What follows belongs to an exercise in optimizing a design on an open flow for small area; a production flow would make more cautious choices. In this exercise RTL edits were held to simulation tests only and were not proved equivalent to the original. No activity file was given, so power comes from the tool's default toggle rates.

### design/flow/config.mk
export PLATFORM = sky130hd
export DESIGN_NAME = Seven_Segment
export DESIGN_NICKNAME = Seven_Segment
export VERILOG_FILES = /design/flow/design.v
export SDC_FILE = /design/flow/constraint.sdc
export NUM_CORES = 4
export LEC_CHECK = 0
export CAP_MARGIN = 20
export CORE_MARGIN = 2
export CORE_UTILIZATION = 40
export SLEW_MARGIN = 20
### design/flow/constraint.sdc
create_clock -name core_clock -period 5.0 [get_ports {CLK}]
set_input_delay 1.0000 -clock core_clock [delete_from_list [all_inputs] [get_ports {CLK}]]
set_output_delay 1.0000 -clock core_clock [all_outputs]
set_load 0.01 [all_outputs]
### design/flow/design.v
module debouncer(
    input CLK,
    input rst,
    input switch_input,
    output reg state,
    output trans_up,
    output trans_dn
    );
reg sync_0, sync_1;
always @(posedge CLK) 
begin
  if (rst)
    sync_0 <= 1'b0;
  else
    sync_0 <= switch_input;
end
always @(posedge CLK) 
begin
  if (rst)
    sync_1 <= 1'b0;
  else
    sync_1 <= sync_0;
end
reg [4:0] count;
wire idle = (state == sync_1);
wire finished = &count;	 
always @(posedge CLK)
begin
  if (rst)
  begin
    count <= 0;
    state <= 1'b0;
  end
  else if (idle)
  begin
    count <= 0;
  end
  else 
  begin
    count <= count + 5'd1;  
    if (finished)
    begin
      state <= ~state;  
    end
  end
end
assign trans_dn = ~idle & finished & ~state;
assign trans_up = ~idle & finished & state;
endmodule
module decoder_7_seg(
	input CLK,
	input rst,
   input [3:0] D,
   output reg [7:0] SEG
   );
always @(posedge CLK) 
begin
	if (rst)
		SEG <= 8'b00000000;
	else
	case(D)
    4'd0: SEG <= 8'b10000001;
    4'd1: SEG <= 8'b11110011; 
    4'd2: SEG <= 8'b01001001;
    4'd3: SEG <= 8'b01100001;
    4'd4: SEG <= 8'b00110011;
    4'd5: SEG <= 8'b00100101;
    4'd6: SEG <= 8'b00000101;
    4'd7: SEG <= 8'b11110001;
    4'd8: SEG <= 8'b00000001;
    4'd9: SEG <= 8'b00100001;
	 4'hA: SEG <= 8'b00010001;
	 4'hB: SEG <= 8'b00000111;
	 4'hC: SEG <= 8'b10001101;
	 4'hD: SEG <= 8'b01000011;
	 4'hE: SEG <= 8'b00001101;
	 4'hF: SEG <= 8'b00011101;
    default: SEG <= 8'b11111111;
	endcase
end
endmodule
module display_7_seg(
    input CLK,
    input rst,
    input [3:0] units, tens, hundreds, thousands,
    output [7:0] SEG,
    output reg [3:0] DIGIT
    );
reg [3:0] digit_data;
reg [1:0] digit_posn;
reg [4:0] prescaler;
decoder_7_seg decoder(.CLK (CLK), .rst (rst), .SEG	(SEG), .D (digit_data));   
always @(posedge CLK)
begin
  if (rst)
  begin
    prescaler <= 5'd0;
    digit_posn <= 2'd0;
    digit_data <= 4'd0;
    DIGIT <= 4'd0;
  end
  else
  begin
  prescaler <= prescaler + 5'd1;
  if (prescaler == 5'd24)  
  begin
    prescaler <= 0;
    digit_posn <= digit_posn + 2'd1;
    if (digit_posn == 0)
    begin
      digit_data <= units;
      DIGIT <= 4'b1110;
    end
    if (digit_posn == 2'd1)
    begin
      digit_data <= tens;
      DIGIT <= 4'b1101;
    end
    if (digit_posn == 2'd2)
    begin
      digit_data <= hundreds;
      DIGIT <= 4'b1011;
    end	
    if (digit_posn == 2'd3)
    begin
      digit_data <= thousands;
      DIGIT <= 4'b0111;
    end	
  end
  end
end
endmodule
`timescale 1ns / 1ps
module Seven_Segment(
    input CLK,
    input rst,
    input switch_up,
    input switch_clear,
	 input switch_stop,
    output [7:0] SEG,
    output [3:0] DIGIT,
	 output reg [23:0] io_led
    );
wire s_up, s_clear, s_stop;
reg [7:0] prescaler;
debouncer d1(.CLK (CLK), .rst (rst), .switch_input (switch_up), .trans_dn (s_up));
debouncer d2(.CLK (CLK), .rst (rst), .switch_input (switch_clear), .trans_dn (s_clear));
debouncer d3(.CLK (CLK), .rst (rst), .switch_input (switch_stop), .trans_dn (s_stop));
reg [3:0] units, tens, hundreds, thousands;
display_7_seg display(.CLK (CLK), .rst (rst),
		.units (units), .tens (tens), .hundreds (hundreds), .thousands (thousands),
		.SEG (SEG), .DIGIT (DIGIT));
localparam STOPPED = 0, COUNT_UP = 1, COUNT_DOWN = 2;
reg [1:0] state; 
reg [1:0] last_state;
always @(posedge CLK)
begin
  if (rst)
  begin
	prescaler <= 8'd0;
	state <= STOPPED;
	last_state <= COUNT_UP;
	units <= 0;
	tens <= 0;
	hundreds <= 0;
	thousands <= 0;
	io_led <= 0;
  end
  else
  begin
	if(s_up)
	begin
		if(state == COUNT_DOWN)
		begin
			state <= COUNT_UP;
		end
		else
		begin
			state <= COUNT_DOWN;
		end
	end
	if(s_clear)
	begin
		units <= 0;
		tens <= 0;
		hundreds <= 0;
		thousands <= 0;
		io_led <= 0;
		if(state != STOPPED)
		begin
			last_state <= state;
		end
		state <= STOPPED;
	end
	if(s_stop)
	begin
		if(state == STOPPED)
		begin
			state <= last_state;
		end
		else
		begin
			last_state <= state;
			state <= STOPPED;
		end
	end
	prescaler <= prescaler + 8'd1;
	if (prescaler == 8'd249)  
	begin
	prescaler <= 0;
	case (state)
		STOPPED : begin
		end
		COUNT_UP : begin
		count_up();
		end
		COUNT_DOWN : begin
		count_down();
		end
	endcase
	end
  end
end
task count_up;
begin
	io_led <= io_led + 24'd1;
	units <= units + 4'd1;
	if (units == 4'h9) 
	begin
		units <= 0;
		tens <= tens + 4'd1;
		if (tens == 4'h9) 
		begin
			tens <= 0;
			hundreds <= hundreds + 4'd1;
			if (hundreds == 4'h9) 
			begin
				hundreds <= 0;
				thousands <= thousands + 4'd1;
				if (thousands == 4'h9) 
				begin
					thousands <= 0;
				end
			end
		end
	end
end
endtask
task count_down;
begin
	io_led <= io_led - 24'd1;
	units <= units - 4'd1;
	if (units == 4'h0) 
	begin
		units <= 9;
		tens <= tens - 4'd1;
		if (tens == 4'h0) 
		begin
			tens <= 9;
			hundreds <= hundreds - 4'd1;
			if (hundreds == 4'h0) 
			begin
				hundreds <= 9;
				thousands <= thousands - 4'd1;
				if (thousands == 4'h0) 
				begin
					thousands <= 9;
				end
			end
		end
	end
end
endtask
endmodule
### design/flow/run.sh
#!/bin/bash
# synth_recipe.tcl (not shown) runs the flow's synth.tcl, then flattens the netlist and writes it again
# the make line also repeats each setting of config.mk as NAME=value (left out here)
make -C /OpenROAD-flow-scripts/flow DESIGN_CONFIG=/design/flow/config.mk WORK_HOME=/design/flow/orfs CLKGATE_MAP_FILE= SYNTH_SCRIPT=/design/flow/synth_recipe.tcl finish
==> run notes <==
CTS Sinks=99; Final Cycle Share=between 60% and 70%; synthesis-to-finish area growth=10.3%; RSZ-0062 raised after global routing=false; diodes inserted=0; async set or reset register ratio after synthesis=0%; Period minus WS final=between 3 and 4 ns; Post-Place Worst Slack=between 1.5 and 2 ns; Critical path buffers and inverters=2; TritonCTS clock tree=yes; final number of max-transition violations=0; cell area after technology mapping=6900 µm²; Slew headroom=between 40% and 50%; worst min-delay path class=flop to flop; worst hold start=d3.sync_0; crit-path max FO=71; Highest Clock Rate=roughly 300 MHz; vias in the first global route=5,836; Setup Viol. Count Final=0; DRC=0; Die X=135 µm; Sum Neg Setup Slack=0 ns; drt first pass iters=5; Commonest cells post-synth=106 x nor2_1, 99 x dfxtp_1, 85 x nand2_1, 56 x a21oi_1, 54 x o21ai_0; Pleak=approximately 0.0027 µW; startpoint type of the worst setup path=flop; Syn Inst Count=897; RR Startpoint=state[0]; clock slew at reported path FFs=0.08 ns; Std-Cell Rows=48; hold_buf cts=0; cell taking the most area after synthesis=dfxtp_1; Warnings, synthesis=4; top cell type's share of synthesized area=~29%; Synth Area per Inst=between 7 and 8 µm²; DP Wirelength=about 12 mm; max-cap viol count=0; Post-synth EDFFs=0; slowest cell delay on critical path=approximately 0.6 ns; clock tree buffer depth=2; most numerous cell in the Yosys netlist=nor2_1; post-cts resize count=0; initial antenna violation count=0; clock root buffer=clkbuf_16; crit-path leading delay family=compound AO/OA/AOI/OAI gates; Worst Tran Pin Value=about 0.83 ns; DR iter-0 viols=460; IO Pins=between 40 and 50; Worst Skew=around 0.012 ns; Area contributors post-synth=dfxtp_1 29%, ha_1 7.3%, nor2_1 5.8%, nand2_1 4.6%, a21oi_1 4.1%; Vias per Instance=about 5.8; CP Class=flop to flop; largest net degree at the start of global routing=72; Distinct cells, synth=83; Worst VDD drop=between 150 and 200 µV; DR WL/cell=around 16 µm; final WL=between 15 and 20 mm; Worst EP arrival=3.61 ns; Hold Fails Final Rpt=0; Die Ht=between 100 and 150 µm; Final nets=930; Post-CTS Setup Bufs=0; final worst slack=between 1.5 and 2 ns; slowest CP cell=buf_4; CP endpoint kind=flop; CP startpoint=state[0]; gpl congestion=0.872; Routed Antenna Nets=0; residual overflow from global routing=0; die area=approximately 18,000 µm²; layout cell share with drive strength beyond 1=slightly below 6%; Top FF cell, synth=dfxtp_1; H-Tree Level Count=3; Required @ worst endpoint=about 5.3 ns; Clock Latency Late Sink=between 0.3 and 0.4 ns; syn_nets=942; status=finished clean; power density cells=between 200 and 250 nW/µm²; Seq/Total Area, Yosys=between 20% and 30%; first-pass GRT wire length=between 20 and 30 mm; via total after detailed routing=6,456; Total GRT Usage=a little under 20%; cts bufs inserted=9; synthesized flop and latch total=99; # port buffers=40; Initial Util=~40%; core area=around 17,000 µm²; critical-path cell list=inv_1 > ha_2 > buf_4 > and2b_2 > a32o_1 > o211ai_2 > a21oi_1 > or3_1 > and3_1 > a211o_1
state kept, by name (all words and copies together) (netlist names), 2 cells and up:
name and cells:
d2.count 5, display.decoder.SEG 8, last_state 2, prescaler 8, d3.count 5, tens 4, state 2, thousands 4
hundreds 4, display.digit_data 4, units 4, display.digit_posn 2, io_led 24, d1.count 5, display.DIGIT 4, display.prescaler 5
report_power, final:
group / internal (µW) / total, µW / switching, µW / leakage [µW]
clock network: 446 / 774 / 328 / 0.000158
logic: 11.9 / 32.3 / 20.4 / 0.00175
registers: 796 / 802 / 6.18 / 0.000801
total: 1250 / 1610 / 354 / 0.00271
layer usage:
layer	part of all wire, %	GRT usage, %
met1	49	26.6
met2	45	31.2
met3	3.4	2.92
met4	2.2	6.60
met5	0	0
cell families after synthesis:
| kind of cell | after synthesis | share of synthesized area (%) |
|---|---|---|
| AND/OR/NAND/NOR | 363 | 26.5 |
| AO/OA/AOI/OAI | 258 | 25.8 |
| buffers and inverters | 98 | 6.64 |
| multiplexers | 10 | 1.45 |
| flip-flops | 99 | 28.7 |
| XOR/XNOR | 29 | 3.68 |
| adder cells (fa/ha/maj) | 40 | 7.26 |
layout by cell type (no fill, tap or decap), types with 8 or more instances in the layout:
cell,n
a211oi_1,16
clkdlybuf4s50_1,39
nand3_1,29
a21oi_1,56
xor2_1,16
and3_1,22
o211ai_1,18
a22oi_1,10
or3_1,14
nor3_1,21
nor2_1,106
dfxtp_1,99
nor4_1,15
nor2b_1,10
nand2_1,85
buf_4,8
inv_1,27
nand2b_1,9
clkbuf_16,9
ha_1,39
xnor2_1,13
mux2i_1,10
o21ai_0,54
worst paths after layout:
kind         slack (ns)    endpoint  cells after the start
min reg2reg        0.44   d3.sync_1                      1
max reg2reg        1.64  io_led[17]                     10
max                1.64  io_led[17]                     10
min                0.44   d3.sync_1                      1
per-stage QoR:
step	total power [µW]	cell area, µm²	util [%]	hold slack, ns	cells
floorplan	840	6900	-	0.414	897
global placement	853	7280	42.7	0.416	1099
detailed placement	854	7280	42.7	0.433	1099
CTS	1630	7600	44.6	0.449	1115
global route	1670	7600	44.6	0.457	1115
finish	1610	7600	44.6	0.441	1115
area by class of cell:
class                   instances  area [µm²]
clock inverters                 6        95.1
inverters                      27         101
fillers                      1768        9450
flip-flops and latches         99        1980
well taps                     225         282
repair buffers                 48         455
clock buffers                  10         229
multi-input cells             700        4460

-- separate check: timing with driven ports --
How much do the figures lean on ideal ports? The routed layout below was timed once more, with nothing changed but the port constraints.
Step 1, drivers: a clkbuf_16 drives CLK and a buf_2 each remaining input, both assumed.
Step 2, shift: input delay + t, output delay - t, t = (earliest + latest rising clock arrival at the registers) / 2. This alone moves slack from input paths to output paths.
a / b / c = ideal / step 1 / step 2; a / b = the first two.
shift t [ns]: 0.391
setup WS [ns]: 1.640 / 1.640 / 1.640
worst setup path after step 2: register to register
latest minus earliest clock arrival (ns): 0.012 / 0.012
slew at the worst register clock pin (ns): 0.08 / 0.08
After both steps this run still meets setup and hold. For this run, drivers alone change the setup slack by 0.000 ns; drivers and shift together by 0.000 ns.
